Context: an optimization exercise on an open-source flow, tuned for small area, a short achievable clock period and few clock cycles. The choices shown serve that exercise and are no tape-out recipe.
In this exercise RTL edits were held to simulation tests only and were not proved equivalent to the original.

==> design/flow/design.v <==
localparam SCR1_IALU_CMD_ALL_NUM_E    = 23;
localparam SCR1_IALU_CMD_WIDTH_E      = $clog2(SCR1_IALU_CMD_ALL_NUM_E);
typedef enum logic [SCR1_IALU_CMD_WIDTH_E-1:0] {
    SCR1_IALU_CMD_NONE  = '0,    
    SCR1_IALU_CMD_AND,           
    SCR1_IALU_CMD_OR,            
    SCR1_IALU_CMD_XOR,           
    SCR1_IALU_CMD_ADD,           
    SCR1_IALU_CMD_SUB,           
    SCR1_IALU_CMD_SUB_LT,        
    SCR1_IALU_CMD_SUB_LTU,       
    SCR1_IALU_CMD_SUB_EQ,        
    SCR1_IALU_CMD_SUB_NE,        
    SCR1_IALU_CMD_SUB_GE,        
    SCR1_IALU_CMD_SUB_GEU,       
    SCR1_IALU_CMD_SLL,           
    SCR1_IALU_CMD_SRL,           
    SCR1_IALU_CMD_SRA,           
    SCR1_IALU_CMD_MUL,           
    SCR1_IALU_CMD_MULHU,         
    SCR1_IALU_CMD_MULHSU,        
    SCR1_IALU_CMD_MULH,          
    SCR1_IALU_CMD_DIV,           
    SCR1_IALU_CMD_DIVU,          
    SCR1_IALU_CMD_REM,           
    SCR1_IALU_CMD_REMU           
} type_scr1_ialu_cmd_sel_e;
module scr1_pipe_ialu (
    input   logic                           clk,
    input   logic                           rst_n,
    input   logic                           exu2ialu_rvm_cmd_vd_i,
    output  logic                           ialu2exu_rvm_res_rdy_o,
    input   logic [32-1:0]          exu2ialu_main_op1_i,
    input   logic [32-1:0]          exu2ialu_main_op2_i,
    input   logic [SCR1_IALU_CMD_WIDTH_E-1:0] exu2ialu_cmd_i,
    output  logic [32-1:0]          ialu2exu_main_res_o,
    output  logic                           ialu2exu_cmp_res_o,
    input   logic [32-1:0]          exu2ialu_addr_op1_i,
    input   logic [32-1:0]          exu2ialu_addr_op2_i,
    output  logic [32-1:0]          ialu2exu_addr_res_o
);
logic [31:0] op1, op2;
logic [4:0]  cmd;
assign op1 = exu2ialu_main_op1_i;
assign op2 = exu2ialu_main_op2_i;
assign cmd = exu2ialu_cmd_i;
assign ialu2exu_addr_res_o = exu2ialu_addr_op1_i + exu2ialu_addr_op2_i;
logic        sum_sub;
logic [32:0] sum_res;
logic        ltu, lt, eq;
assign sum_sub = cmd[3] | cmd[1] | cmd[0];
assign sum_res = {1'b0, op1} + {1'b0, op2 ^ {32{sum_sub}}} + {32'd0, sum_sub};
assign ltu     = ~sum_res[32];
assign lt      = ltu ^ op1[31] ^ op2[31];
assign eq      = (op1 == op2);
logic        shft_left;
logic [31:0] shft_in, shft_out, shft_rev;
assign shft_left = ~cmd[1] & ~cmd[0];    
always_comb begin
    for (int i = 0; i < 32; i++) begin
        shft_rev[i] = op1[31-i];
    end
end
assign shft_in  = shft_left ? shft_rev : op1;
assign shft_out = 32'($signed({(cmd == SCR1_IALU_CMD_SRA) & op1[31], shft_in}) >>> op2[4:0]);
logic [31:0] shl_res, shr_res;
always_comb begin
    for (int i = 0; i < 32; i++) begin
        shl_res[i] = shft_out[31-i];
    end
end
assign shr_res = shft_out;
logic cmd_mul, cmd_div, div_rem, div_sgn;
assign cmd_mul = (cmd == SCR1_IALU_CMD_MUL)  | (cmd == SCR1_IALU_CMD_MULHU)
               | (cmd == SCR1_IALU_CMD_MULHSU) | (cmd == SCR1_IALU_CMD_MULH);
assign cmd_div = (cmd == SCR1_IALU_CMD_DIV)  | (cmd == SCR1_IALU_CMD_DIVU)
               | (cmd == SCR1_IALU_CMD_REM)  | (cmd == SCR1_IALU_CMD_REMU);
assign div_rem = (cmd == SCR1_IALU_CMD_REM)  | (cmd == SCR1_IALU_CMD_REMU);
assign div_sgn = (cmd == SCR1_IALU_CMD_DIV)  | (cmd == SCR1_IALU_CMD_REM);
logic st_m1, st_m2, st_it, st_fix;
logic st_idle;
assign st_idle = ~(st_m1 | st_m2 | st_it | st_fix);
logic [33:0] x_ff;
logic [36:0] y_ff;
logic [32:0] z_ff;
logic [4:0]  cnt_ff;
logic        mul1_ff;             
logic        fix_ff;              
logic        mul_a_sgn, mul_b_sgn;
logic [18:0] mul_y;               
logic [32:0] mul_mc;
logic [50:0] mul_p;
logic [31:0] mul_res;
assign mul_a_sgn = ((cmd == SCR1_IALU_CMD_MUL) | (cmd == SCR1_IALU_CMD_MULH)
                 |  (cmd == SCR1_IALU_CMD_MULHSU)) & op1[31];
assign mul_b_sgn = ((cmd == SCR1_IALU_CMD_MUL) | (cmd == SCR1_IALU_CMD_MULH)) & op2[31];
logic [32:0] mul_a33, mul_b33, mul_xs, mul_ys;
logic        mul_a_small, mul_b_small, mul_swap;
assign mul_a33     = {mul_a_sgn, op1};
assign mul_b33     = {mul_b_sgn, op2};
assign mul_a_small = (mul_a33[32:17] == '0) | (mul_a33[32:17] == '1);
assign mul_b_small = (mul_b33[32:17] == '0) | (mul_b33[32:17] == '1);
assign mul_swap    = ~mul_b_small & mul_a_small;
assign mul_xs      = mul_swap ? mul_b33 : mul_a33;    
assign mul_ys      = mul_swap ? mul_a33 : mul_b33;    
logic [18:0] enc_y;
logic [26:0] enc_sel;
logic [26:0] sel_ff;              
assign enc_y = st_idle ? {mul_ys[17:0], 1'b0} : {{3{y_ff[33]}}, y_ff[33:18]};
always_comb begin
    logic b0, b1, b2;
    for (int i = 0; i < 9; i++) begin
        b0 = enc_y[2*i];
        b1 = enc_y[2*i+1];
        b2 = enc_y[2*i+2];
        enc_sel[3*i+2] = b2 & ~(b1 & b0);
        enc_sel[3*i+1] = (b2 & ~b1 & ~b0) | (~b2 & b1 & b0);
        enc_sel[3*i]   = b1 ^ b0;
    end
end
always_ff @(posedge clk) begin
    sel_ff <= enc_sel;
end
assign mul_y  = y_ff[18:0];
assign mul_mc = z_ff;
always_comb begin
    logic [34:0] a1, a2, pp;
    logic        neg, one, two;
    logic [50:0] acc;
    a1  = {{2{x_ff[32]}}, x_ff[32:0]};
    a2  = {x_ff[32], x_ff[32:0], 1'b0};
    acc = 51'(-(51'd1 << 32));
    for (int i = 0; i < 9; i++) begin
        acc = acc - (51'd1 << (34 + 2*i));
    end
    acc = acc + {18'd0, ~mul_mc[32], mul_mc[31:0]};
    for (int i = 0; i < 9; i++) begin
        neg = sel_ff[3*i+2];
        two = sel_ff[3*i+1];
        one = sel_ff[3*i];
        pp  = ({35{one}} & a1) | ({35{two}} & a2);
        pp  = pp ^ {35{neg}};
        acc = acc + ({16'd0, ~pp[34], pp[33:0]} << (2*i)) + ({50'd0, neg} << (2*i));
    end
    mul_p = acc;
end
always_comb begin
    if (st_m2) begin
        mul_res = (cmd == SCR1_IALU_CMD_MUL) ? {mul_p[13:0], y_ff[36:19]} : mul_p[45:14];
    end else begin
        mul_res = (cmd == SCR1_IALU_CMD_MUL) ? mul_p[31:0] : {{13{mul_p[50]}}, mul_p[50:32]};
    end
end
logic        a_neg, b_neg;
logic [31:0] a_abs, b_abs;
logic [31:0] a_x, b_x;
logic [5:0]  a_lz, b_lz;
logic        b_zero;
logic        div_triv;
logic [5:0]  div_sh;
logic [33:0] div_d0;
assign a_neg  = div_sgn & op1[31];
assign b_neg  = div_sgn & op2[31];
assign a_abs  = a_neg ? -op1 : op1;
assign b_abs  = b_neg ? -op2 : op2;
assign a_x    = op1 ^ {32{a_neg}};
assign b_x    = op2 ^ {32{b_neg}};
always_comb begin
    a_lz = 6'd32;
    b_lz = 6'd32;
    for (int i = 0; i < 32; i++) begin
        if (a_x[i]) a_lz = 6'd31 - 6'(i);
        if (b_x[i]) b_lz = 6'd31 - 6'(i);
    end
end
assign b_zero = (op2 == 32'd0);
logic [32:0] triv_a, triv_sm;
assign triv_a = a_neg ? {a_x, 1'b1} : {1'b0, a_x};
always_comb begin
    triv_sm = triv_a;
    for (int k = 1; k < 33; k = k * 2) begin
        triv_sm = triv_sm | (triv_sm >> k);
    end
end
assign div_triv = b_zero | (|({1'b0, b_x} & ~triv_sm));
assign div_sh   = (b_lz - a_lz + {5'd0, a_neg}) | 6'd1;
assign div_d0   = {2'b00, b_abs} << div_sh;
logic [34:0] div_t1, div_t2;
logic        div_q1, div_q2;
logic [31:0] div_r1, div_r2;
logic [31:0] div_qn;
logic        div_last;
logic [31:0] div_res_it;
logic [31:0] div_res_fix;
logic [31:0] div_res_triv;
assign div_t1 = {3'b000, z_ff[31:0]} - {1'b0, x_ff};
assign div_q1 = ~div_t1[34];
assign div_r1 = div_q1 ? div_t1[31:0] : z_ff[31:0];
assign div_t2 = {3'b000, div_r1} - {2'b00, x_ff[33:1]};
assign div_q2 = ~div_t2[34];
assign div_r2 = div_q2 ? div_t2[31:0] : div_r1;
assign div_qn = {y_ff[29:0], div_q1, div_q2};
assign div_last     = (cnt_ff == 5'd0);
assign div_res_it   = div_rem ? div_r2 : div_qn;
assign div_res_fix  = div_t1[31:0];
assign div_res_triv = div_rem ? op1 : {32{b_zero}};
always_ff @(posedge clk) begin
    if (st_idle) begin
        x_ff   <= cmd_div ? div_d0 : {1'b0, mul_xs};
        y_ff   <= cmd_div ? 37'd0  : {3'd0, mul_ys, 1'b0};
        mul1_ff <= mul_a_small | mul_b_small;
        z_ff   <= cmd_div ? {1'b0, a_abs} : 33'd0;
        cnt_ff <= 5'(div_sh >> 1);
        fix_ff <= div_rem ? a_neg : (a_neg ^ b_neg);
    end else if (st_m1) begin
        y_ff       <= {mul_p[17:0], {3{y_ff[33]}}, y_ff[33:18]};
        z_ff       <= mul_p[50:18];
    end else if (st_it) begin
        if (div_last & fix_ff) begin
            x_ff <= {2'b00, div_res_it};
            z_ff <= 33'd0;
        end else begin
            x_ff <= {2'b00, x_ff[33:2]};
            z_ff <= {1'b0, div_r2};
        end
        y_ff   <= {5'd0, div_qn};
        cnt_ff <= cnt_ff - 5'd1;
    end
end
always_ff @(posedge clk, negedge rst_n) begin
    if (~rst_n) begin
        st_m1  <= 1'b0;
        st_m2  <= 1'b0;
        st_it  <= 1'b0;
        st_fix <= 1'b0;
    end else begin
        st_m1  <= exu2ialu_rvm_cmd_vd_i & st_idle & cmd_mul;
        st_m2  <= exu2ialu_rvm_cmd_vd_i & st_m1 & ~mul1_ff;
        st_it  <= exu2ialu_rvm_cmd_vd_i & ((st_idle & cmd_div & ~div_triv) | (st_it & ~div_last));
        st_fix <= exu2ialu_rvm_cmd_vd_i & st_it & div_last & fix_ff;
    end
end
logic s_and, s_or, s_xor, s_sum, s_cmp, s_shl, s_shr;
logic s_mul, s_dit, s_dfix, s_dtriv;
logic cmp_inv, cmp_bit;
logic [31:0] res_early;
assign s_and   = (cmd == SCR1_IALU_CMD_AND);
assign s_or    = (cmd == SCR1_IALU_CMD_OR);
assign s_xor   = (cmd == SCR1_IALU_CMD_XOR);
assign s_sum   = (cmd == SCR1_IALU_CMD_ADD) | (cmd == SCR1_IALU_CMD_SUB);
assign s_cmp   = (cmd >= SCR1_IALU_CMD_SUB_LT) & (cmd <= SCR1_IALU_CMD_SUB_GEU);
assign s_shl   = (cmd == SCR1_IALU_CMD_SLL);
assign s_shr   = (cmd == SCR1_IALU_CMD_SRL) | (cmd == SCR1_IALU_CMD_SRA);
assign s_mul   = cmd_mul;
assign s_dit   = cmd_div & st_it;
assign s_dfix  = cmd_div & st_fix;
assign s_dtriv = cmd_div & ~st_it & ~st_fix;
assign cmp_inv = (cmd == SCR1_IALU_CMD_SUB_NE) | (cmd == SCR1_IALU_CMD_SUB_GE)
               | (cmd == SCR1_IALU_CMD_SUB_GEU);
assign cmp_bit = cmp_inv ^ ((((cmd == SCR1_IALU_CMD_SUB_LT)  | (cmd == SCR1_IALU_CMD_SUB_GE))  & lt)
                          | (((cmd == SCR1_IALU_CMD_SUB_LTU) | (cmd == SCR1_IALU_CMD_SUB_GEU)) & ltu)
                          | (((cmd == SCR1_IALU_CMD_SUB_EQ)  | (cmd == SCR1_IALU_CMD_SUB_NE))  & eq));
assign res_early = ({32{s_and}}   & (op1 & op2))
                 | ({32{s_or}}    & (op1 | op2))
                 | ({32{s_xor}}   & (op1 ^ op2))
                 | ({32{s_shl}}   & shl_res)
                 | ({32{s_shr}}   & shr_res)
                 | ({32{s_dfix}}  & div_res_fix)
                 | ({32{s_dtriv}} & div_res_triv);
assign ialu2exu_main_res_o = res_early
                           | ({32{s_sum}} & sum_res[31:0])
                           | ({32{s_mul}} & mul_res)
                           | ({32{s_dit}} & div_res_it)
                           | {31'd0, s_cmp & cmp_bit};
assign ialu2exu_cmp_res_o  = s_cmp & cmp_bit;
always_comb begin
    ialu2exu_rvm_res_rdy_o = 1'b1;
    if (cmd_mul) begin
        ialu2exu_rvm_res_rdy_o = st_m2 | (st_m1 & mul1_ff);
    end else if (cmd_div) begin
        ialu2exu_rvm_res_rdy_o = st_fix | (st_it & div_last & ~fix_ff) | (~st_it & div_triv);
    end
end
endmodule
==> design/flow/flow/run.sh <==
#!/bin/bash
set -euo pipefail
PORTS="BUFFER_PORTS_ARGS=-buffer_cell sky130_fd_sc_hd__buf_4"
bash standard.sh SETUP_SLACK_MARGIN=6 "$PORTS" cts > standard_flow_cts.log 2>&1
bash standard.sh SETUP_SLACK_MARGIN=0 "$PORTS" finish > standard_flow_finish.log 2>&1
==> design/flow/standard.sh <==
#!/bin/bash
# synth_recipe.tcl (not shown) runs the flow's synth.tcl, then flattens the netlist and writes it again
# the make line also repeats each setting of config.mk as NAME=value (left out here)
make -C /OpenROAD-flow-scripts/flow DESIGN_CONFIG=/design/flow/config.mk WORK_HOME=/design/flow/orfs CLKGATE_MAP_FILE= SYNTH_SCRIPT=/design/flow/synth_recipe.tcl "${@:-finish}"
==> design/flow/config.mk <==
export PLATFORM = sky130hd
export DESIGN_NAME = scr1_pipe_ialu
export DESIGN_NICKNAME = scr1_pipe_ialu
export VERILOG_FILES = /design/flow/design.v
export SDC_FILE = /design/flow/constraint.sdc
export NUM_CORES = 4
export LEC_CHECK = 0
export ABC_AREA = 1
export CAP_MARGIN = 20
export CORE_MARGIN = 2
export CORE_UTILIZATION = 55
export SLEW_MARGIN = 20
==> design/flow/constraint.sdc <==
create_clock -name core_clock -period 17.0 [get_ports {clk}]
set_input_delay 3.4000 -clock core_clock [delete_from_list [all_inputs] [get_ports {clk}]]
set_output_delay 3.4000 -clock core_clock [all_outputs]
set_load 0.01 [all_outputs]
==> results of run 1 <==
-- metrics by stage --
stage | utilization [%] | area, um2
6_report | 59.8 | 42700
2_1_floorplan | - | 39600
3_3_place_gp | 58.3 | 41600
5_1_grt | 59.7 | 42600
4_1_cts | 59.6 | 42500
3_5_place_dp | 58.3 | 41600
-- kinds of logic after synthesis --
kind of cell,count (synthesis),share of synthesized area [%]
muxes,15,0.379
xor gates and xnor gates,532,11.8
adders and majority gates,615,24.4
buffers and inverters,1026,9.92
AOI/OAI and AO/OA,1618,23.8
DFF,142,10.0
and+or+nand+nor,1898,19.7
-- critical path: cells and delay by family, from the launching register on --
kind / cells / cell delay (ps)
adder cells (fa/ha/maj): 6 / 2850
AO/OA/AOI/OAI: 6 / 1370
buffers and inverters: 7 / 1230
AND/OR/NAND/NOR: 7 / 1030
XOR/XNOR: 2 / 660
flip-flops: 1 / 380
-- worst max-delay path by stage --
| stage | from | endpoint | slack (ps) |
|---|---|---|---|
| 3_3_place_gp | exu2ialu_cmd_i[0] | ialu2exu_main_res_o[18] | 5090 |
| 2_1_floorplan | exu2ialu_cmd_i[0] | ialu2exu_main_res_o[22] | 6650 |
| 5_1_grt | exu2ialu_cmd_i[0] | x_ff[28]$_DFFE_PP_ | 5020 |
| 6_report | x_ff[26]$_DFFE_PP_ | ialu2exu_main_res_o[15] | 5600 |
| 3_5_place_dp | exu2ialu_cmd_i[0] | ialu2exu_main_res_o[18] | 5080 |
| 4_1_cts | exu2ialu_cmd_i[4] | ialu2exu_main_res_o[23] | 6000 |
-- sequential cells by signal (all words and copies together) (netlist names) --
register,count
cnt_ff,5
fix_ff,1
x_ff,34
sel_ff,27
st_m1,1
st_fix,1
st_m2,1
st_it,1
mul1_ff,1
z_ff,33
y_ff,37
-- routing by layer --
layer	share of wire [%]	routed length [um]
met3	14	30100
met5	0.085	178
met2	41	84900
met4	12	25100
met1	33	68400
-- final cells by class --
cell class | count | area [um2]
antenna | 20 | 50.0
clock buffer | 18 | 429
clock inverter | 14 | 159
fill | 6849 | 28700
inverter | 688 | 2650
multi-input combinational | 4678 | 31900
sequential | 142 | 3980
tap | 950 | 1190
timing repair buffer | 294 | 2300
timing repair inverter | 1 | 7.51
-- repair_timing --
item / in CTS / in global routing
setup buffers: 8 / 0
setup endpoints to repair: 33 / 0
hold buffers: 0 / 0
gates resized for setup: 78 / 0
-- placed cells by master, fill, tap and decap left out, types with 9 or more instances in the layout --
cell | synthesis | final
nand2_1 | 1187 | 1184
inv_1 | 628 | 621
o21ai_0 | 586 | 577
xor2_1 | 480 | 477
a21oi_1 | 366 | 362
nor2_1 | 366 | 361
ha_1 | 353 | 353
o22ai_1 | 307 | 307
buf_4 | 5 | 276
fa_1 | 262 | 262
nand3_1 | 171 | 167
edfxtp_1 | 111 | 111
o211ai_1 | 71 | 71
a31oi_1 | 54 | 54
xnor2_1 | 52 | 48
nor3_1 | 43 | 43
clkinv_1 | 45 | 41
or2_2 | 36 | 36
o221ai_1 | 38 | 36
o21ai_1 | 28 | 35
nand4_1 | 34 | 34
a221oi_1 | 26 | 26
nor4_1 | 25 | 23
dfxtp_1 | 27 | 21
diode_2 | 0 | 20
a211oi_1 | 19 | 19
o31ai_1 | 19 | 18
clkbuf_16 | 0 | 17
mux2i_1 | 15 | 15
buf_6 | 4 | 14
o2111ai_1 | 14 | 13
o21a_1 | 13 | 13
nor2_2 | 7 | 11
o21bai_1 | 11 | 11
inv_2 | 12 | 9
==> summary.txt, run 1 <==
pin count of the biggest net entering global routing -> 70
slowest CP cell -> o311ai_1
initial antenna violation count -> 30
Placeable Area -> 0.0714 mm2
Top FF cell, synth -> edfxtp_1
P&R area growth vs syn -> 7.81%
routed vias -> 46600
top post-synthesis cells by count -> 1187 x nand2_1, 628 x inv_1, 586 x o21ai_0
r2r endpoint -> x_ff[30]$_DFFE_PP_
Max Fclk -> 87.7 MHz
clk buf depth -> 2
clk root buf -> clkbuf_16
Worst-path clk slew -> 70 ps
CP arrival -> 8000 ps
Final Worst Setup Slack -> 5600 ps
Hold Startpoint -> mul1_ff$_DFFE_PP_
first-pass GRT wire length -> 298000 um
syn_nets -> 6597
synth warn -> 1
die area -> 0.0741 mm2
Setup WS pre-CTS -> 5080 ps
Worst R2R Setup Slack -> 8850 ps
drt wl/cell -> 30.7 um
vias in the first global route -> 43400
CTS Buf Count -> 17
# IOs -> 202
Netlist Area Pre-Place -> 0.0396 mm2
Async S/R FF share, synth -> 2.82%
DRT iter0 DRCs -> 7383
Remaining Overflow, GRT -> 0
gp weighted congestion -> 1.20
most used routing layer -> met2
DP Wirelength -> 158000 um
wirelength, routed -> 209000 um
Worst Hold Depth -> 1
status -> no timing/DRC/antenna violations
routing usage on met3 -> 21.4%
final hold viol count -> 0
share of the synthesized area in the top cell type -> 13.3%
DRT Pass-1 Iters -> 9
R2R depth -> 31
htree depth -> 4
nets -> 6573
RSZ-0062 raised after global routing -> no
Crit. End Element -> output port
placed insts -> 6743
setup TNS -> 0 ps
crit path max fanout -> 19
ranking of synthesized cells by area -> fa_1 13%, nand2_1 11%, ha_1 11%, xor2_1 11%, edfxtp_1 8.4%
Syn Inst Count -> 5846
final setup violation count -> 0
final clock skew -> 12.5 ps
CTS tree -> done
cell with the most instances after synthesis -> nand2_1
fin crit share -> 67.0%
MaxCap Viol Count -> 0
number of flops mapped to enable cells by yosys -> 111
kind of critical path -> flip-flop to output port
IO buf count -> 201
Rel. slew slack -> 5.40%
Worst-Skew Late Latency -> 460 ps
Max stage delay on crit path -> 540 ps
number of cell rows -> 98
GRT Total Usage -> 55.0%
met1 GRT Util -> 61.4%
Initial Utilization -> 55.5%
Avg Inst Size Synth -> 6.77 um2
clock sink total -> 142
worst hold endpoint -> st_m2$_DFF_PN0_
CP Launch Type -> flip-flop
post-route ant nets -> 0
Via density -> 6.85
Yosys cell types -> 71
DIE WIDTH -> 272 um
worst hold path class -> flip-flop to flip-flop
Final Max Tran Viols -> 0
Seq cells post-synth -> 142
share of cells above drive strength 1 -> 7.80%
WHS -> 457 ps
post-layout min period -> 11400 ps
Synth area leader -> fa_1
die outline height -> 272 um
worst r2r src -> x_ff[24]$_DFFE_PP_
drt drc -> 0
CP required -> 13600 ps
fin cells -> 6805
sequential fraction of the synthesis area -> 10.0%
met2 Use GR -> 80.1%
worst slew pin tran -> 1410 ps
Testbench counts, summed over its fixed seeds: cycles 20,636.
==> run 2: changes to the inputs <==
==> design/flow/flow/run.sh (replaced) <==
#!/bin/bash
set -euo pipefail
PORTS="BUFFER_PORTS_ARGS=-buffer_cell sky130_fd_sc_hd__buf_4"
bash standard.sh SETUP_SLACK_MARGIN=6.5 "$PORTS" cts > standard_flow_cts.log 2>&1
bash standard.sh SETUP_SLACK_MARGIN=0 "$PORTS" finish > standard_flow_finish.log 2>&1
==> run 2 against run 1 <==
Compared with the run above: critical path depth decreased by 3; sequential cell count unchanged; still clean on timing, DRC and antenna; synthesized area unchanged; worst hold slack about the same; via count increased by 2.3%; utilization increased by 2.9 points; non-clock buffer count increased by 79; critical endpoint is now ialu2exu_main_res_o[2].
==> summary.txt, run 2 <==
status -> no timing/DRC/antenna violations
vias in the first global route -> 44700 (+2.8%)
clock sink total -> 142 (unchanged)
setup TNS -> 0 ps (unchanged)
top routing layer used -> met5
first-pass GRT wire length -> 306000 um (+2.6%)
Met2 Routed Length -> 86200 um (+1.5%)
DIE WIDTH -> 272 um (unchanged)
DRT iter0 DRCs -> 7595 (+2.9%)
P&R area growth vs syn -> 13.0%
DRT Pass-1 Iters -> 10 (+1)
IO buf count -> 201 (unchanged)
share of the synthesized area in the top cell type -> 13.3% (unchanged)
Seq cells post-synth -> 142 (unchanged)
GRT Total Usage -> 56.5% (+1.5 points)
Worst-Skew Late Latency -> 470 ps (about the same)
Synth area leader -> fa_1
sequential fraction of the synthesis area -> 10.0% (unchanged)
syn_nets -> 6597 (unchanged)
Setup WS pre-CTS -> 5080 ps (unchanged)
CTS tree -> done
nets -> 6659 (+1.3%)
final hold viol count -> 0 (unchanged)
# hold bufs at CTS -> 0 (unchanged)
CP arrival -> 7820 ps (-180 ps)
biggest regs -> y_ff (37), x_ff (34), z_ff (33)
MaxCap Viol Count -> 0 (unchanged)
htree depth -> 4 (unchanged)
kind of critical path -> flip-flop to output port
CP Launch Type -> flip-flop
initial antenna violation count -> 28 (-6.7%)
Worst-path clk slew -> 70 ps (about the same)
drt drc -> 0 (unchanged)
synth warn -> 1 (unchanged)
Netlist Area Pre-Place -> 0.0396 mm2 (unchanged)
M1 WL -> 68600 um (+0.22%)
worst r2r src -> x_ff[24]$_DFFE_PP_
Crit. End Element -> output port
CTS Buf Count -> 17 (unchanged)
post-route ant nets -> 0 (unchanged)
clk buf depth -> 2 (unchanged)
gp weighted congestion -> 1.20 (unchanged)
Async S/R FF share, synth -> 2.82% (unchanged)
metal3 WL -> 31500 um (+4.7%)
ranking of synthesized cells by area -> fa_1 13%, nand2_1 11%, ha_1 11%, xor2_1 11%, edfxtp_1 8.4%
number of cell rows -> 98 (unchanged)
Remaining Overflow, GRT -> 0 (unchanged)
post-layout min period -> 11220 ps (-172 ps)
Max Fclk -> 89.1 MHz (+1.5%)
start point of the critical path -> x_ff[7]$_DFFE_PP_
top post-synthesis cells by count -> 1187 x nand2_1, 628 x inv_1, 586 x o21ai_0
RSZ-0062 raised after global routing -> no
worst hold path class -> flip-flop to flip-flop
Initial Utilization -> 55.5% (unchanged)
die outline height -> 272 um (unchanged)
Placeable Area -> 0.0714 mm2 (unchanged)
Syn Inst Count -> 5846 (unchanged)
crit path max fanout -> 10 (-9)
Finished Cell Area -> 0.0447 mm2 (+4.8%)
number of flops mapped to enable cells by yosys -> 111 (unchanged)
final clock skew -> 13.0 ps (+0.510 ps)
final setup violation count -> 0 (unchanged)
Rel. slew slack -> 11.6% (+6.2 points)
Top FF cell, synth -> edfxtp_1
drt wl/cell -> 31.0 um (+1.1%)
CP required -> 13600 ps (about the same)
fin crit share -> 66.0% (-1.0 points)
Avg Inst Size Synth -> 6.77 um2 (unchanged)
die area -> 0.0741 mm2 (unchanged)
DP Wirelength -> 158000 um (unchanged)
cell with the most instances after synthesis -> nand2_1
most frequent cells in the layout -> 1173 x nand2_1, 612 x inv_1, 557 x o21ai_0
# IOs -> 202 (unchanged)
Final Max Tran Viols -> 0 (unchanged)
Top reg by flops -> y_ff
Final Worst Setup Slack -> 5780 ps (+172 ps)
clk root buf -> clkbuf_16
Via density -> 6.91 (+0.99%)
Cell Area, Placed -> 0.0416 mm2 (unchanged)
Yosys cell types -> 71 (unchanged)
worst slew pin tran -> 1310 ps (-97.1 ps)
most common cell after layout, fill and taps aside -> nand2_1
wirelength, routed -> 214000 um (+2.4%)
pin count of the biggest net entering global routing -> 70 (unchanged)
share of cells above drive strength 1 -> 11.3% (+3.5 points)
routed vias -> 47600 (+2.3%)
Hold Startpoint -> mul1_ff$_DFFE_PP_
number of flip-flops in the largest register -> 37 (unchanged)
## run 2: changes by cell type in the layout (fill, tap and decap cells not counted), moves of 14 or more
cell / before / now
buf_4: 276 / 302
o22ai_2: 0 / 18
o22ai_1: 307 / 287
o21ai_0: 577 / 557
a21oi_1: 362 / 347
buf_12: 3 / 27
a21oi_2: 3 / 17
## run 2: cell families (layout without fill, tap and decap cells)
logic type / Yosys count / in the layout / share of synthesized area (%)
other: 0 / 21 / 0
adders and majority gates: 615 / 615 / 24.4
AOI/OAI and AO/OA: 1618 / 1618 / 23.8
DFF: 142 / 142 / 10.0
muxes: 15 / 15 / 0.379
and+or+nand+nor: 1898 / 1900 / 19.7
buffers and inverters: 1026 / 1099 / 9.92
xor gates and xnor gates: 532 / 532 / 11.8
## run 2: metal layers
layer  vias to the layer above  track usage (%)
met5                         -             2.31
met4                        14             56.0
met3                      1513             22.3
met2                      4361             81.4
met1                     21800             62.2
li1                      20000                -
## run 2: final cells by class
cell class | count | area [um2]
repair buffers | 373 | 3490
fillers | 6457 | 26700
inverters | 688 | 2710
multi-input cells | 4680 | 32600
flip-flops and latches | 142 | 4000
well taps | 950 | 1190
repair inverters | 6 | 47.5
clock buffers | 18 | 429
diodes | 21 | 52.6
clock inverters | 14 | 159
## run 2: repair_timing
| action | in CTS | in global routing |
|---|---|---|
| endpoints found under the setup margin | 50 | 0 |
| setup buffers | 77 | 0 |
| resized for setup | 349 | 0 |
## run 2: final timing paths
check,endpoint,slack (ps),depth (start not counted)
max,ialu2exu_main_res_o[2],5780,25
min,st_m2$_DFF_PN0_,460,1
max reg2reg,x_ff[30]$_DFFE_PP_,9420,30
min reg2reg,st_m2$_DFF_PN0_,460,1
max in group asynchronous,st_m1$_DFF_PN0_,14160,1
min in group asynchronous,st_it$_DFF_PN0_,2720,1
## run 2: worst max-delay path, cell delays in order, from the launching register on
cell       delay (ps)
edfxtp_1          430
clkinv_2          150
bufbuf_16         320
o22ai_1           190
xor2_1            100
fa_1              520
inv_1              70
fa_1              500
fa_1              490
inv_1              50
fa_1              440
ha_1              300
ha_1              380
nand2_1            70
inv_1              60
a21oi_2           120
o21ai_0           580
nand3_1           140
nand2_1           130
a21oi_1           160
xnor2_1           800
inv_1             320
o211ai_1          250
o21ai_0           160
o2111ai_1         400
buf_4             200
## run 2: metrics by stage
step,std cells,util (%),hold WS (ps)
floorplan,5846,-,413
global placement,6743,58.3,439
detailed placement,6743,58.3,441
CTS,6868,62.5,455
global route,6873,62.6,469
finish,6892,62.6,457
==> run 3: changes to the inputs <==
==> design/flow/flow/run.sh (replaced) <==
#!/bin/bash
set -euo pipefail
PORTS="BUFFER_PORTS_ARGS=-buffer_cell sky130_fd_sc_hd__buf_4"
bash standard.sh SETUP_SLACK_MARGIN=6 "$PORTS" cts > standard_flow_cts.log 2>&1
bash standard.sh SETUP_SLACK_MARGIN=5 "$PORTS" finish > standard_flow_finish.log 2>&1
==> run 3 against run 2 <==
Compared with the run above: final area decreased by 4.6%; cell count shrank 1.3%; synthesized area did not move; sequential share of layout area increased by 0.39 points; critical path type unchanged; highest routed layer unchanged.
==> summary.txt, run 3 <==
P&R area growth vs syn -> 7.81%
die area -> 0.0741 mm2 (unchanged)
Worst Hold Depth -> 1 (unchanged)
Top FF cell, synth -> edfxtp_1
Synth area leader -> fa_1
Via density -> 6.85 (-0.98%)
GRT Total Usage -> 55.0% (-1.5 points)
routed vias -> 46600 (-2.2%)
worst slew pin tran -> 1410 ps (+97.1 ps)
biggest regs -> y_ff (37), x_ff (34), z_ff (33)
Async S/R FF share, synth -> 2.82% (unchanged)
wirelength, routed -> 209000 um (-2.4%)
synth warn -> 1 (unchanged)
kind of critical path -> flip-flop to output port
nets -> 6573 (-1.3%)
status -> no timing/DRC/antenna violations
slowest CP cell -> o311ai_1
placed insts -> 6743 (unchanged)
cell with the most instances after synthesis -> nand2_1
clk root buf -> clkbuf_16
initial antenna violation count -> 30 (+7.1%)
pin count of the biggest net entering global routing -> 70 (unchanged)
R2R depth -> 31 (+3.3%)
clock sink total -> 142 (unchanged)
Remaining Overflow, GRT -> 0 (unchanged)
Placeable Area -> 0.0714 mm2 (unchanged)
# fillers -> 6849 (+6.1%)
DP Wirelength -> 158000 um (unchanged)
crit path max fanout -> 19 (+9)
RSZ-0062 raised after global routing -> no
# IOs -> 202 (unchanged)
CP arrival -> 8000 ps (+180 ps)
fin cells -> 6805 (-1.3%)
setup TNS -> 0 ps (unchanged)
Worst-path clk slew -> 70 ps (about the same)
number of flip-flops in the largest register -> 37 (unchanged)
worst hold path class -> flip-flop to flip-flop
final setup violation count -> 0 (unchanged)
post-route ant nets -> 0 (unchanged)
Netlist Area Pre-Place -> 0.0396 mm2 (unchanged)
Seq cells post-synth -> 142 (unchanged)
Worst R2R Setup Slack -> 8850 ps (-570 ps)
Syn Inst Count -> 5846 (unchanged)
top post-synthesis cells by count -> 1187 x nand2_1, 628 x inv_1, 586 x o21ai_0
syn_nets -> 6597 (unchanged)
drt wl/cell -> 30.7 um (-1.1%)
post-layout min period -> 11400 ps (+172 ps)
DRT Pass-1 Iters -> 9 (-1)
drt drc -> 0 (unchanged)
IO buf count -> 201 (unchanged)
vias in the first global route -> 43400 (-2.7%)
Top reg by flops -> y_ff
final clock skew -> 12.5 ps (-0.510 ps)
first-pass GRT wire length -> 298000 um (-2.5%)
htree depth -> 4 (unchanged)
most frequent cells in the layout -> 1184 x nand2_1, 621 x inv_1, 577 x o21ai_0
share of cells above drive strength 1 -> 7.80% (-3.5 points)
number of cell rows -> 98 (unchanged)
DIE WIDTH -> 272 um (unchanged)
ranking of synthesized cells by area -> fa_1 13%, nand2_1 11%, ha_1 11%, xor2_1 11%, edfxtp_1 8.4%
Max stage delay on crit path -> 540 ps (-260 ps)
CTS tree -> done
Avg Inst Size Synth -> 6.77 um2 (unchanged)
CP required -> 13600 ps (about the same)
clk buf depth -> 2 (unchanged)
die outline height -> 272 um (unchanged)
Final Max Tran Viols -> 0 (unchanged)
gp weighted congestion -> 1.20 (unchanged)
final hold viol count -> 0 (unchanged)
Crit. End Element -> output port
fin crit share -> 67.0% (+1.0 points)
# hold bufs at CTS -> 0 (unchanged)
DRT iter0 DRCs -> 7383 (-2.8%)
most common cell after layout, fill and taps aside -> nand2_1
Initial Utilization -> 55.5% (unchanged)
Rel. slew slack -> 5.40% (-6.2 points)
Yosys cell types -> 71 (unchanged)
Max Fclk -> 87.7 MHz (-1.5%)
share of the synthesized area in the top cell type -> 13.3% (unchanged)
MaxCap Viol Count -> 0 (unchanged)
sequential fraction of the synthesis area -> 10.0% (unchanged)
CP Launch Type -> flip-flop
Worst-Skew Late Latency -> 460 ps (about the same)
number of flops mapped to enable cells by yosys -> 111 (unchanged)
CTS Buf Count -> 17 (unchanged)
[run 3: cell counts after synthesis]
Identical to the previous run, type by type.
[run 3: layer usage]
layer  global-route usage, %  vias up  share of wire, %
met5                   0.642        -             0.085
met4                    51.6       16                12
met3                    21.4     1305                14
met2                    80.1     4083                41
met1                    61.4    21400                33
li1                        -    19800                 -
[run 3: cells by family after synthesis]
family | share of synthesized area, %
DFF | 10.0
xor gates and xnor gates | 11.8
adders and majority gates | 24.4
muxes | 0.379
AOI/OAI and AO/OA | 23.8
and+or+nand+nor | 19.7
buffers and inverters | 9.92
[run 3: layout make-up]
cell class	instances	area [um2]	share of cell area [%]
well taps	950	1190	2.79
diodes	20	50.0	0.117
clock buffers	18	429	1.01
flip-flops and latches	142	3980	9.34
repair inverters	1	7.51	0.0176
clock inverters	14	159	0.372
multi-input cells	4678	31900	74.8
inverters	688	2650	6.20
repair buffers	294	2300	5.40
[run 3: path summary, 6_finish.rpt]
check | from | endpoint
worst max-delay path | x_ff[26]$_DFFE_PP_ | ialu2exu_main_res_o[15]
worst min-delay path | mul1_ff$_DFFE_PP_ | st_m2$_DFF_PN0_
worst max register to register | x_ff[24]$_DFFE_PP_ | x_ff[30]$_DFFE_PP_
worst min register to register | mul1_ff$_DFFE_PP_ | st_m2$_DFF_PN0_
max in group asynchronous | rst_n | st_m1$_DFF_PN0_
min in group asynchronous | rst_n | st_it$_DFF_PN0_
[run 3: worst max-delay path, delay by kind of cell (launching register included)]
| family | cells | cell delay, ps |
|---|---|---|
| adder cells (fa/ha/maj) | 6 | 2850 |
| AO/OA/AOI/OAI | 6 | 1370 |
| buffers and inverters | 7 | 1230 |
| AND/OR/NAND/NOR | 7 | 1030 |
| XOR/XNOR | 2 | 660 |
| flip-flops | 1 | 380 |
[run 3: repair_timing]
action                                 4_1_cts  5_1_grt
resized for setup                           78        0
setup buffers                                8        0
endpoints found under the hold margin        0        0
setup endpoints to repair                   33        0
[run 3: per-stage QoR]
step / setup slack [ps] / utilization [%] / hold WS [ps] / area (um2)
floorplan: 6650 / - / 413 / 39600
global placement: 5090 / 58.3 / 439 / 41600
detailed placement: 5080 / 58.3 / 441 / 41600
CTS: 6000 / 59.6 / 455 / 42500
global route: 5020 / 59.7 / 468 / 42600
finish: 5600 / 59.8 / 457 / 42700
==> run 4: changes to the inputs <==
==> design/flow/flow/run.sh (replaced) <==
#!/bin/bash
set -euo pipefail
PORTS="BUFFER_PORTS_ARGS=-buffer_cell sky130_fd_sc_hd__buf_2"
bash standard.sh SETUP_SLACK_MARGIN=6 "$PORTS" cts > standard_flow_cts.log 2>&1
bash standard.sh SETUP_SLACK_MARGIN=0 "$PORTS" finish > standard_flow_finish.log 2>&1
==> run 4 against run 3 <==
Compared with the run above: still clean; synthesized cell count stayed put; clock-buffer cell count stayed put; global-route usage is 1.4 points lower; sequential cell count is the same; synthesized area unchanged; maximum frequency shrank 0.48%; first-iteration DRC count down 7.1%; via count down 0.86%; cell count up 0.38%; highest routed layer unchanged.
==> summary.txt, run 4 <==
number of cell rows -> 98 (unchanged)
CP Launch Type -> flip-flop
slowest CP cell -> fa_1
Netlist Area Pre-Place -> 0.0396 mm2 (unchanged)
CTS Buf Count -> 17 (unchanged)
Initial Utilization -> 55.5% (unchanged)
IO buf count -> 201 (unchanged)
Worst-path clk slew -> 70 ps (about the same)
share of cells above drive strength 1 -> 8.25% (+0.45 points)
Seq cells post-synth -> 142 (unchanged)
CTS tree -> done
setup TNS -> 0 ps (unchanged)
DP Wirelength -> 154000 um (-2.0%)
Syn Inst Count -> 5846 (unchanged)
clock sink total -> 142 (unchanged)
MaxCap Viol Count -> 0 (unchanged)
fin cells -> 6831 (+0.38%)
worst r2r src -> x_ff[30]$_DFFE_PP_
routed vias -> 46200 (-0.86%)
Rel. slew slack -> 16.6% (+11 points)
share of the synthesized area in the top cell type -> 13.3% (unchanged)
ranking of synthesized cells by area -> fa_1 13%, nand2_1 11%, ha_1 11%, xor2_1 11%, edfxtp_1 8.4%
Register Area -> 0.00398 mm2 (about the same)
syn_nets -> 6597 (unchanged)
Max stage delay on crit path -> 520 ps (-20 ps)
Worst R2R Setup Slack -> 9310 ps (+460 ps)
most frequent cells in the layout -> 1184 x nand2_1, 618 x inv_1, 570 x o21ai_0
pin count of the biggest net entering global routing -> 89 (+27%)
final setup violation count -> 0 (unchanged)
Async S/R FF share, synth -> 2.82% (unchanged)
CP top delay family -> adder cells
sequential fraction of the synthesis area -> 10.0% (unchanged)
die outline height -> 272 um (unchanged)
footprint of the multi-input gates -> 0.0319 mm2 (-0.14%)
# fillers -> 6954 (+1.5%)
synth warn -> 1 (unchanged)
Synth area leader -> fa_1
gp weighted congestion -> 1.16 (-2.9%)
placed insts -> 6740 (-0.044%)
drt wl/cell -> 29.8 um (-2.9%)
cell with the most instances after synthesis -> nand2_1
worst hold path class -> flip-flop to flip-flop
DIE WIDTH -> 272 um (unchanged)
final clock skew -> 13.4 ps (+0.887 ps)
crit path max fanout -> 12 (-7)
Top reg by flops -> y_ff
# IOs -> 202 (unchanged)
P&R area growth vs syn -> 6.86%
DRT iter0 DRCs -> 6862 (-7.1%)
Max Fclk -> 87.3 MHz (-0.48%)
routing usage on met3 -> 19.2% (-2.2 points)
critical path depth -> 29 (+3.6%)
RSZ-0062 raised after global routing -> no
number of flip-flops in the largest register -> 37 (unchanged)
CP Buf/Inv Count -> 4 (-3)
r2r endpoint -> x_ff[30]$_DFFE_PP_
clk buf depth -> 2 (unchanged)
Placeable Area -> 0.0714 mm2 (unchanged)
top post-synthesis cells by count -> 1187 x nand2_1, 628 x inv_1, 586 x o21ai_0
Worst Hold Depth -> 1 (unchanged)
worst slew pin tran -> 1250 ps (-158 ps)
htree depth -> 4 (unchanged)
Worst-Skew Late Latency -> 460 ps (about the same)
Final Max Tran Viols -> 0 (unchanged)
status -> no timing/DRC/antenna violations
vias in the first global route -> 42500 (-2.2%)
wirelength, routed -> 204000 um (-2.5%)
drt drc -> 0 (unchanged)
biggest regs -> y_ff (37), x_ff (34), z_ff (33)
met2 Use GR -> 78.5% (-1.6 points)
DRT Pass-1 Iters -> 10 (+1)
met1 GRT Util -> 60.5% (-0.93 points)
number of flops mapped to enable cells by yosys -> 111 (unchanged)
fin crit share -> 67.4% (+0.32 points)
most common cell after layout, fill and taps aside -> nand2_1
Top FF cell, synth -> edfxtp_1
crit path capture -> ialu2exu_main_res_o[1]
nets -> 6596 (+0.35%)
# hold bufs at CTS -> 0 (unchanged)
Avg Inst Size Synth -> 6.77 um2 (unchanged)
post-route ant nets -> 0 (unchanged)
die area -> 0.0741 mm2 (unchanged)
Crit. End Element -> output port
Yosys cell types -> 71 (unchanged)
initial antenna violation count -> 31 (+3.3%)
kind of critical path -> flip-flop to output port
clk root buf -> clkbuf_16
CP required -> 13600 ps (about the same)
final hold viol count -> 0 (unchanged)
start point of the critical path -> x_ff[0]$_DFFE_PP_
first-pass GRT wire length -> 290000 um (-2.7%)
post-layout min period -> 11450 ps (+55.2 ps)
most used routing layer -> met2
R2R depth -> 29 (-6.5%)
CP arrival -> 8050 ps (+50 ps)
crit-path most repeated cell -> nand2_1
GRT Total Usage -> 53.6% (-1.4 points)
Via density -> 6.76 (-1.2%)
Remaining Overflow, GRT -> 0 (unchanged)
-- run 4: cell count changes in the layout (fill, tap and decap cells not counted), moves of 4 or more --
cell / delta
buf_2: +200
buf_4: -179
clkinvlp_4: +7
o21ai_0: -7
o21ai_1: +6
buf_6: -5
a2111oi_0: +4
-- run 4: routing by layer --
metal	wire [um]	part of all wire, %	vias to the layer above
li1	-	-	19800
met1	68400	34	21500
met2	83200	41	3661
met3	27400	13	1165
met4	24500	12	10
met5	63	0.031	-
-- run 4: logic make-up (layout without fill, tap and decap cells) --
family / after synthesis / in the layout / share of synthesized area [%]
muxes: 15 / 15 / 0.379
adders and majority gates: 615 / 615 / 24.4
other: 0 / 23 / 0
AOI/OAI and AO/OA: 1618 / 1618 / 23.8
DFF: 142 / 142 / 10.0
buffers and inverters: 1026 / 1037 / 9.92
and+or+nand+nor: 1898 / 1899 / 19.7
xor gates and xnor gates: 532 / 532 / 11.8
-- run 4: worst min path at each step --
stage,from,end,slack (ps)
after global placement,mul1_ff$_DFFE_PP_,st_m2$_DFF_PN0_,420
after detailed placement,mul1_ff$_DFFE_PP_,st_m2$_DFF_PN0_,440
after CTS,mul1_ff$_DFFE_PP_,st_m2$_DFF_PN0_,450
final,mul1_ff$_DFFE_PP_,st_m2$_DFF_PN0_,450
after global routing,mul1_ff$_DFFE_PP_,st_m2$_DFF_PN0_,480
after floorplan,mul1_ff$_DFFE_PP_,st_m2$_DFF_PN0_,410
-- run 4: what timing repair did --
item / in CTS / in global routing
resized for setup: 78 / 0
buffers inserted: 24 / 0
endpoints found under the setup margin: 33 / 0
-- run 4: cell type report --
class,count,area share (%)
diodes,23,0.136
clock buffers,18,1.04
well taps,950,2.81
inverters,688,6.31
multi-input cells,4679,75.3
clock inverters,14,0.358
flip-flops and latches,142,9.42
repair inverters,7,0.107
repair buffers,310,4.50
-- run 4: per-stage QoR --
| step | util [%] | hold slack [ps] | instance area, um2 | setup WS (ps) |
|---|---|---|---|---|
| 6_report | 59.3 | 452 | 42300 | 5550 |
| 2_1_floorplan | - | 413 | 39600 | 6650 |
| 4_1_cts | 59.0 | 453 | 42100 | 5960 |
| 3_5_place_dp | 57.6 | 442 | 41100 | 4840 |
| 5_1_grt | 59.2 | 484 | 42200 | 5270 |
| 3_3_place_gp | 57.6 | 425 | 41100 | 4910 |
==> run 5: changes to the inputs <==
--- a/design/flow/config.mk
+++ b/design/flow/config.mk
@@ -9,4 +9,4 @@
 export CAP_MARGIN = 20
 export CORE_MARGIN = 2
-export CORE_UTILIZATION = 55
+export CORE_UTILIZATION = 62
 export SLEW_MARGIN = 20
==> run 5 against run 4 <==
Compared with the run above: critical path depth up 4; worst setup slack lost 530 ps; first-iteration DRC count grew 40%; sequential share of layout area up 0.084 points; register-to-register slack lost 630 ps; cell count is 1.7% lower; clock-buffer cell count did not move; routed wire length increased by 1.2%; via count up 4.3%.
==> summary.txt, run 5 <==
status -> no timing/DRC/antenna violations
die area -> 0.0659 mm2 (-11%)
wirelength, routed -> 206000 um (+1.2%)
vias in the first global route -> 44900 (+5.7%)
cell with the most instances after synthesis -> nand2_1
met2 Use GR -> 85.1% (+6.6 points)
Max stage delay on crit path -> 610 ps (+90 ps)
Placeable Area -> 0.0631 mm2 (-12%)
Max Fclk -> 83.5 MHz (-4.4%)
DP Wirelength -> 152000 um (-1.3%)
Via density -> 7.18 (+6.1%)
die outline height -> 257 um (-5.7%)
drt drc -> 0 (unchanged)
clock sink total -> 142 (unchanged)
DRT Pass-1 Iters -> 17 (+7)
Final Worst Setup Slack -> 5020 ps (-530 ps)
P&R area growth vs syn -> 6.12%
slowest CP cell -> o21ai_0
CP Launch Type -> flip-flop
first-pass GRT wire length -> 296000 um (+2.0%)
nets -> 6583 (-0.20%)
Synth area leader -> fa_1
CTS Buf Count -> 17 (unchanged)
Async S/R FF share, synth -> 2.82% (unchanged)
CP Buf/Inv Count -> 4 (unchanged)
final clock skew -> 15.8 ps (+2.44 ps)
htree depth -> 4 (unchanged)
number of cell rows -> 92 (-6.1%)
share of the synthesized area in the top cell type -> 13.3% (unchanged)
drt wl/cell -> 30.7 um (+3.0%)
crit path max fanout -> 35 (+23)
Avg Inst Size Synth -> 6.77 um2 (unchanged)
initial antenna violation count -> 30 (-3.2%)
Top reg by flops -> y_ff
CP required -> 13600 ps (about the same)
Rel. slew slack -> 7.40% (-9.2 points)
met1 GRT Util -> 66.5% (+6.0 points)
WHS -> 461 ps (+8.86 ps)
Finished Cell Area -> 0.0420 mm2 (-0.69%)
kind of critical path -> flip-flop to output port
top post-synthesis cells by count -> 1187 x nand2_1, 628 x inv_1, 586 x o21ai_0
most frequent cells in the layout -> 1183 x nand2_1, 618 x inv_1, 578 x o21ai_0
synth warn -> 1 (unchanged)
final setup violation count -> 0 (unchanged)
routed vias -> 48200 (+4.3%)
final hold viol count -> 0 (unchanged)
worst slew pin tran -> 1370 ps (+124 ps)
routing usage on met3 -> 28.6% (+9.4 points)
number of flip-flops in the largest register -> 37 (unchanged)
CP arrival -> 8580 ps (+530 ps)
ranking of synthesized cells by area -> fa_1 13%, nand2_1 11%, ha_1 11%, xor2_1 11%, edfxtp_1 8.4%
number of flops mapped to enable cells by yosys -> 111 (unchanged)
Final Max Tran Viols -> 0 (unchanged)
DRT iter0 DRCs -> 9580 (+40%)
share of cells above drive strength 1 -> 8.04% (-0.20 points)
worst hold path class -> flip-flop to flip-flop
DIE WIDTH -> 257 um (-5.7%)
syn_nets -> 6597 (unchanged)
RSZ-0062 raised after global routing -> no
Worst-path clk slew -> 70 ps (about the same)
setup TNS -> 0 ps (unchanged)
biggest regs -> y_ff (37), x_ff (34), z_ff (33)
most used routing layer -> met2
Syn Inst Count -> 5846 (unchanged)
clk buf depth -> 2 (unchanged)
# hold bufs at CTS -> 0 (unchanged)
GRT Total Usage -> 60.8% (+7.2 points)
# IOs -> 202 (unchanged)
post-layout min period -> 11980 ps (+530 ps)
Worst-Skew Late Latency -> 440 ps (-20 ps)
Initial Utilization -> 62.7% (+7.3 points)
clk root buf -> clkbuf_16
fin crit share -> 70.5% (+3.1 points)
pin count of the biggest net entering global routing -> 71 (-20%)
most common cell after layout, fill and taps aside -> nand2_1
Yosys cell types -> 71 (unchanged)
Remaining Overflow, GRT -> 0 (unchanged)
R2R depth -> 30 (+3.4%)
Setup WS pre-CTS -> 5050 ps (+211 ps)
Netlist Area Pre-Place -> 0.0396 mm2 (unchanged)
sequential fraction of the synthesis area -> 10.0% (unchanged)
IO buf count -> 201 (unchanged)
critical path depth -> 33 (+14%)
Seq cells post-synth -> 142 (unchanged)
Cell Area, Placed -> 0.0410 mm2 (-0.38%)
Top FF cell, synth -> edfxtp_1
post-route ant nets -> 0 (unchanged)
CTS tree -> done
MaxCap Viol Count -> 0 (unchanged)
Worst Hold Depth -> 1 (unchanged)
gp weighted congestion -> 1.21 (+4.2%)
Crit. End Element -> output port
CP top delay family -> compound AO/OA/AOI/OAI gates
## run 5: metal layers
| layer | vias to the layer above | wire, um |
|---|---|---|
| li1 | 19800 | - |
| met1 | 21700 | 63800 |
| met2 | 4840 | 80100 |
| met3 | 1802 | 34000 |
| met4 | 18 | 27900 |
| met5 | - | 286 |
## run 5: logic make-up (layout without fill, tap and decap cells)
logic type               after synthesis  after routing  share of synthesized area (%)
buffers and inverters               1026           1025                           9.92
AND/OR/NAND/NOR                     1898           1898                           19.7
XOR/XNOR                             532            532                           11.8
AO/OA/AOI/OAI                       1618           1618                           23.8
flip-flops                           142            142                           10.0
adder cells (fa/ha/maj)              615            615                           24.4
other                                  0             23                              0
multiplexers                          15             15                          0.379
## run 5: path summary, 6_finish.rpt
check                      slack, ps                       to         startpoint
max                             5020  ialu2exu_main_res_o[30]  x_ff[3]$_DFFE_PP_
min                              460          st_m2$_DFF_PN0_  mul1_ff$_DFFE_PP_
max reg2reg                     8680       x_ff[14]$_DFFE_PP_  x_ff[3]$_DFFE_PP_
min reg2reg                      460          st_m2$_DFF_PN0_  mul1_ff$_DFFE_PP_
max in group asynchronous      14100          st_m1$_DFF_PN0_              rst_n
min in group asynchronous       2750          st_it$_DFF_PN0_              rst_n
## run 5: cell type report
class                      instances  area (um2)
inverter                         688        2680
sequential                       142        3990
clock buffer                      18         439
multi-input combinational       4678       31800
timing repair inverter             7        45.0
clock inverter                    14         109
fill                            5477       21100
tap                              846        1060
timing repair buffer             298        1770
antenna                           23        57.6
## run 5: timing repair
| item | 4_1_cts | 5_1_grt |
|---|---|---|
| endpoints found under the hold margin | 0 | 0 |
| buffers inserted | 20 | 0 |
| resized for setup | 74 | 0 |
| endpoints found under the setup margin | 33 | 0 |
## run 5: through the flow
step           utilization, %  instances
2_1_floorplan               -       5846
3_3_place_gp             64.9       6632
3_5_place_dp             64.9       6632
4_1_cts                  66.4       6691
5_1_grt                  66.5       6693
6_report                 66.6       6714
==> run 6: changes to the inputs <==
==> design/flow/flow/run.sh (replaced) <==
#!/bin/bash
set -euo pipefail
bash standard.sh SETUP_SLACK_MARGIN=6 "BUFFER_PORTS_ARGS=-buffer_cell sky130_fd_sc_hd__buf_2" finish > standard_flow.log 2>&1
--- a/design/flow/config.mk
+++ b/design/flow/config.mk
@@ -9,4 +9,4 @@
 export CAP_MARGIN = 20
 export CORE_MARGIN = 2
-export CORE_UTILIZATION = 62
+export CORE_UTILIZATION = 55
 export SLEW_MARGIN = 20
==> run 6 against run 5 <==
Compared with the run above: still clean; final area rose by 2.6%; first-iteration DRC count shrank 33%; sequential cell count stayed put; sequential share of layout area shrank 0.25 points; die area grew 13%; synthesized cell count is the same; maximum frequency increased by 8.1%; critical path type is now input pin to output port.
==> summary.txt, run 6 <==
Rel. slew slack -> 14.3% (+6.9 points)
clock sink total -> 142 (unchanged)
Worst-Skew Late Latency -> 460 ps (+20 ps)
# fillers -> 6853 (+25%)
Crit. End Element -> output port
worst hold endpoint -> st_m2$_DFF_PN0_
Top FF cell, synth -> edfxtp_1
Netlist Area Pre-Place -> 0.0396 mm2 (unchanged)
cell with the most instances after synthesis -> nand2_1
final clock skew -> 14.4 ps (-1.40 ps)
Synth area leader -> fa_1
die outline height -> 272 um (+6.1%)
Seq cells post-synth -> 142 (unchanged)
drt drc -> 0 (unchanged)
DRT Pass-1 Iters -> 9 (-8)
wirelength, routed -> 205000 um (-0.43%)
fin crit share -> 65.2% (-5.3 points)
most common cell after layout, fill and taps aside -> nand2_1
crit path max fanout -> 9 (-74%)
post-route ant nets -> 0 (unchanged)
htree depth -> 4 (unchanged)
Hold Startpoint -> mul1_ff$_DFFE_PP_
synth warn -> 1 (unchanged)
final setup violation count -> 0 (unchanged)
sequential fraction of the synthesis area -> 10.0% (unchanged)
P&R area growth vs syn -> 8.90%
metal3 WL -> 28000 um (-17%)
share of the synthesized area in the top cell type -> 13.3% (unchanged)
Worst-path clk slew -> 70 ps (about the same)
drt wl/cell -> 29.9 um (-2.6%)
# IOs -> 202 (unchanged)
DP Wirelength -> 154000 um (+1.4%)
share of cells above drive strength 1 -> 9.80% (+1.8 points)
setup TNS -> 0 ps (unchanged)
kind of critical path -> input pin to output port
Remaining Overflow, GRT -> 0 (unchanged)
CTS tree -> done
Worst R2R Setup Slack -> 9810 ps (+1130 ps)
post-layout min period -> 11080 ps (-897 ps)
GRT Total Usage -> 53.6% (-7.2 points)
gp weighted congestion -> 1.16 (-4.1%)
CP required -> 13600 ps (about the same)
ranking of synthesized cells by area -> fa_1 13%, nand2_1 11%, ha_1 11%, xor2_1 11%, edfxtp_1 8.4%
routed vias -> 46400 (-3.7%)
status -> no timing/DRC/antenna violations
MaxCap Viol Count -> 0 (unchanged)
biggest regs -> y_ff (37), x_ff (34), z_ff (33)
first-pass GRT wire length -> 290000 um (-1.9%)
Top reg by flops -> y_ff
footprint of the multi-input gates -> 0.0323 mm2 (+1.3%)
worst path cell trace -> buf_2, inv_1, o21ai_0, nand2_1, o21ai_0, nand2_1, o21ai_0, nand2_1, o21ai_0, o311ai_0, nor2_1, a2111oi_0, nand3_2, a31oi_2, o21ai_4, buf_2
top post-synthesis cells by count -> 1187 x nand2_1, 628 x inv_1, 586 x o21ai_0
CP arrival -> 7680 ps (-900 ps)
crit-path most repeated cell -> o21ai_0
worst hold path class -> flip-flop to flip-flop
clk root buf -> clkbuf_16
syn_nets -> 6597 (unchanged)
Syn Inst Count -> 5846 (unchanged)
CP Launch Type -> input pin
Worst Hold Depth -> 1 (unchanged)
Register Area -> 0.00399 mm2 (-0.13%)
nets -> 6624 (+0.62%)
worst slew pin tran -> 1280 ps (-93.8 ps)
final hold viol count -> 0 (unchanged)
number of cell rows -> 98 (+6.5%)
r2r endpoint -> x_ff[25]$_DFFE_PP_
RSZ-0062 raised after global routing -> yes
R2R depth -> 28 (-6.7%)
pin count of the biggest net entering global routing -> 89 (+25%)
worst r2r src -> x_ff[3]$_DFFE_PP_
Initial Utilization -> 55.5% (-7.3 points)
number of flip-flops in the largest register -> 37 (unchanged)
Avg Inst Size Synth -> 6.77 um2 (unchanged)
initial antenna violation count -> 29 (-3.3%)
Met2 Routed Length -> 83600 um (+4.3%)
CP top delay family -> compound AO/OA/AOI/OAI gates
Via density -> 6.76 (-5.9%)
DIE WIDTH -> 272 um (+6.1%)
slowest CP cell -> o311ai_0
Placeable Area -> 0.0714 mm2 (+13%)
CP Buf/Inv Count -> 3 (-1)
Max stage delay on crit path -> 820 ps (+210 ps)
clk buf depth -> 2 (unchanged)
Max Fclk -> 90.2 MHz (+8.1%)
most frequent cells in the layout -> 1179 x nand2_1, 615 x inv_1, 551 x o21ai_0
CTS Buf Count -> 17 (unchanged)
DRT iter0 DRCs -> 6436 (-33%)
Yosys cell types -> 71 (unchanged)
M1 WL -> 68000 um (+6.6%)
number of flops mapped to enable cells by yosys -> 111 (unchanged)
Final Max Tran Viols -> 0 (unchanged)
die area -> 0.0741 mm2 (+13%)
Async S/R FF share, synth -> 2.82% (unchanged)
vias in the first global route -> 42500 (-5.4%)
top routing layer used -> met5
IO buf count -> 201 (unchanged)
## run 6: cell counts after synthesis
No cell type changed its count.
## run 6: cell type report
type	count	share of cell area (%)
Antenna cell	29	0.168
Clock buffer	18	1.02
Clock inverter	14	0.351
Inverter	688	6.26
Multi-Input combinational cell	4680	74.9
Sequential cell	142	9.25
Tap cell	950	2.76
Timing Repair Buffer	332	5.12
Timing Repair inverter	12	0.183
## run 6: logic make-up (layout without fill, tap and decap cells)
logic type | Yosys count | after routing | share of synthesized area [%]
xor+xnor | 532 | 532 | 11.8
flops | 142 | 142 | 10.0
mux | 15 | 15 | 0.379
buf+inv | 1026 | 1064 | 9.92
fa+ha+maj | 615 | 615 | 24.4
simple gates | 1898 | 1900 | 19.7
compound gates | 1618 | 1618 | 23.8
other cells | 0 | 29 | 0
## run 6: metrics by stage
stage | hold slack, ps | util, % | area (um2) | cells | setup WS, ps
after global routing | 484 | 60.3 | 43000 | 6836 | 5850
after global placement | 425 | 57.6 | 41100 | 6740 | 4910
after floorplan | 413 | - | 39600 | 5846 | 6650
after detailed placement | 442 | 57.6 | 41100 | 6740 | 4840
final | 451 | 60.4 | 43100 | 6865 | 5920
after CTS | 453 | 59.0 | 42100 | 6804 | 5960
## run 6: metal layers
layer  GRT usage (%)  vias up
met5               0        -
met4            50.7       16
met3            19.2     1233
met2            78.5     3789
met1            60.5    21400
li1                -    19900
## run 6: worst max path at each step
stage	from	to	slack [ps]	cells after the start
after CTS	exu2ialu_main_op2_i[0]	ialu2exu_main_res_o[28]	5960	28
final	exu2ialu_main_op1_i[20]	ialu2exu_main_res_o[12]	5920	16
after global routing	x_ff[3]$_DFFE_PP_	ialu2exu_main_res_o[28]	5850	32
after global placement	exu2ialu_cmd_i[0]	ialu2exu_main_res_o[30]	4910	29
after floorplan	exu2ialu_cmd_i[0]	ialu2exu_main_res_o[22]	6650	27
after detailed placement	exu2ialu_cmd_i[0]	ialu2exu_main_res_o[28]	4840	28
## run 6: what timing repair did
action	in CTS	in global routing
resized for setup	78	144
cloned	8	6
endpoints found under the setup margin	33	57
pin swaps	2	13
hold buffers	0	0
buffers inserted	24	22

## afterwards: timing with drivers on the ports
No port has a modelled driver above. Below, the same layouts with a new extraction and two added sets of constraints.
Step 1 sets driving cells, clkbuf_16 on the clock port and buf_2 on the other inputs (assumed; they add their load-dependent delay and slew).
Step 2, shift: input delay + t, output delay - t, t = (earliest + latest rising clock arrival at the registers) / 2. This alone moves slack from input paths to output paths.
Three values: ideal, step 1, step 2; two values: the first two.
| run | t, ns | setup slack, ns | worst setup path after step 2 | cell pins on the clock port's net |
|---|---|---|---|---|
| run 1 | 0.520 | 5.604 / 5.541 / 5.208 | input to register | 1 |
| run 2 | 0.522 | 5.776 / 5.714 / 5.884 | input to register | 1 |
| run 3 | 0.520 | 5.604 / 5.541 / 5.208 | input to register | 1 |
| run 4 | 0.545 | 5.549 / 5.454 / 5.495 | input to register | 1 |
| run 5 | 0.530 | 5.018 / 4.925 / 5.455 | register to output | 1 |
| run 6 | 0.550 | 5.915 / 5.897 / 5.897 | input to output | 1 |
After both steps every run listed still meets setup and hold.
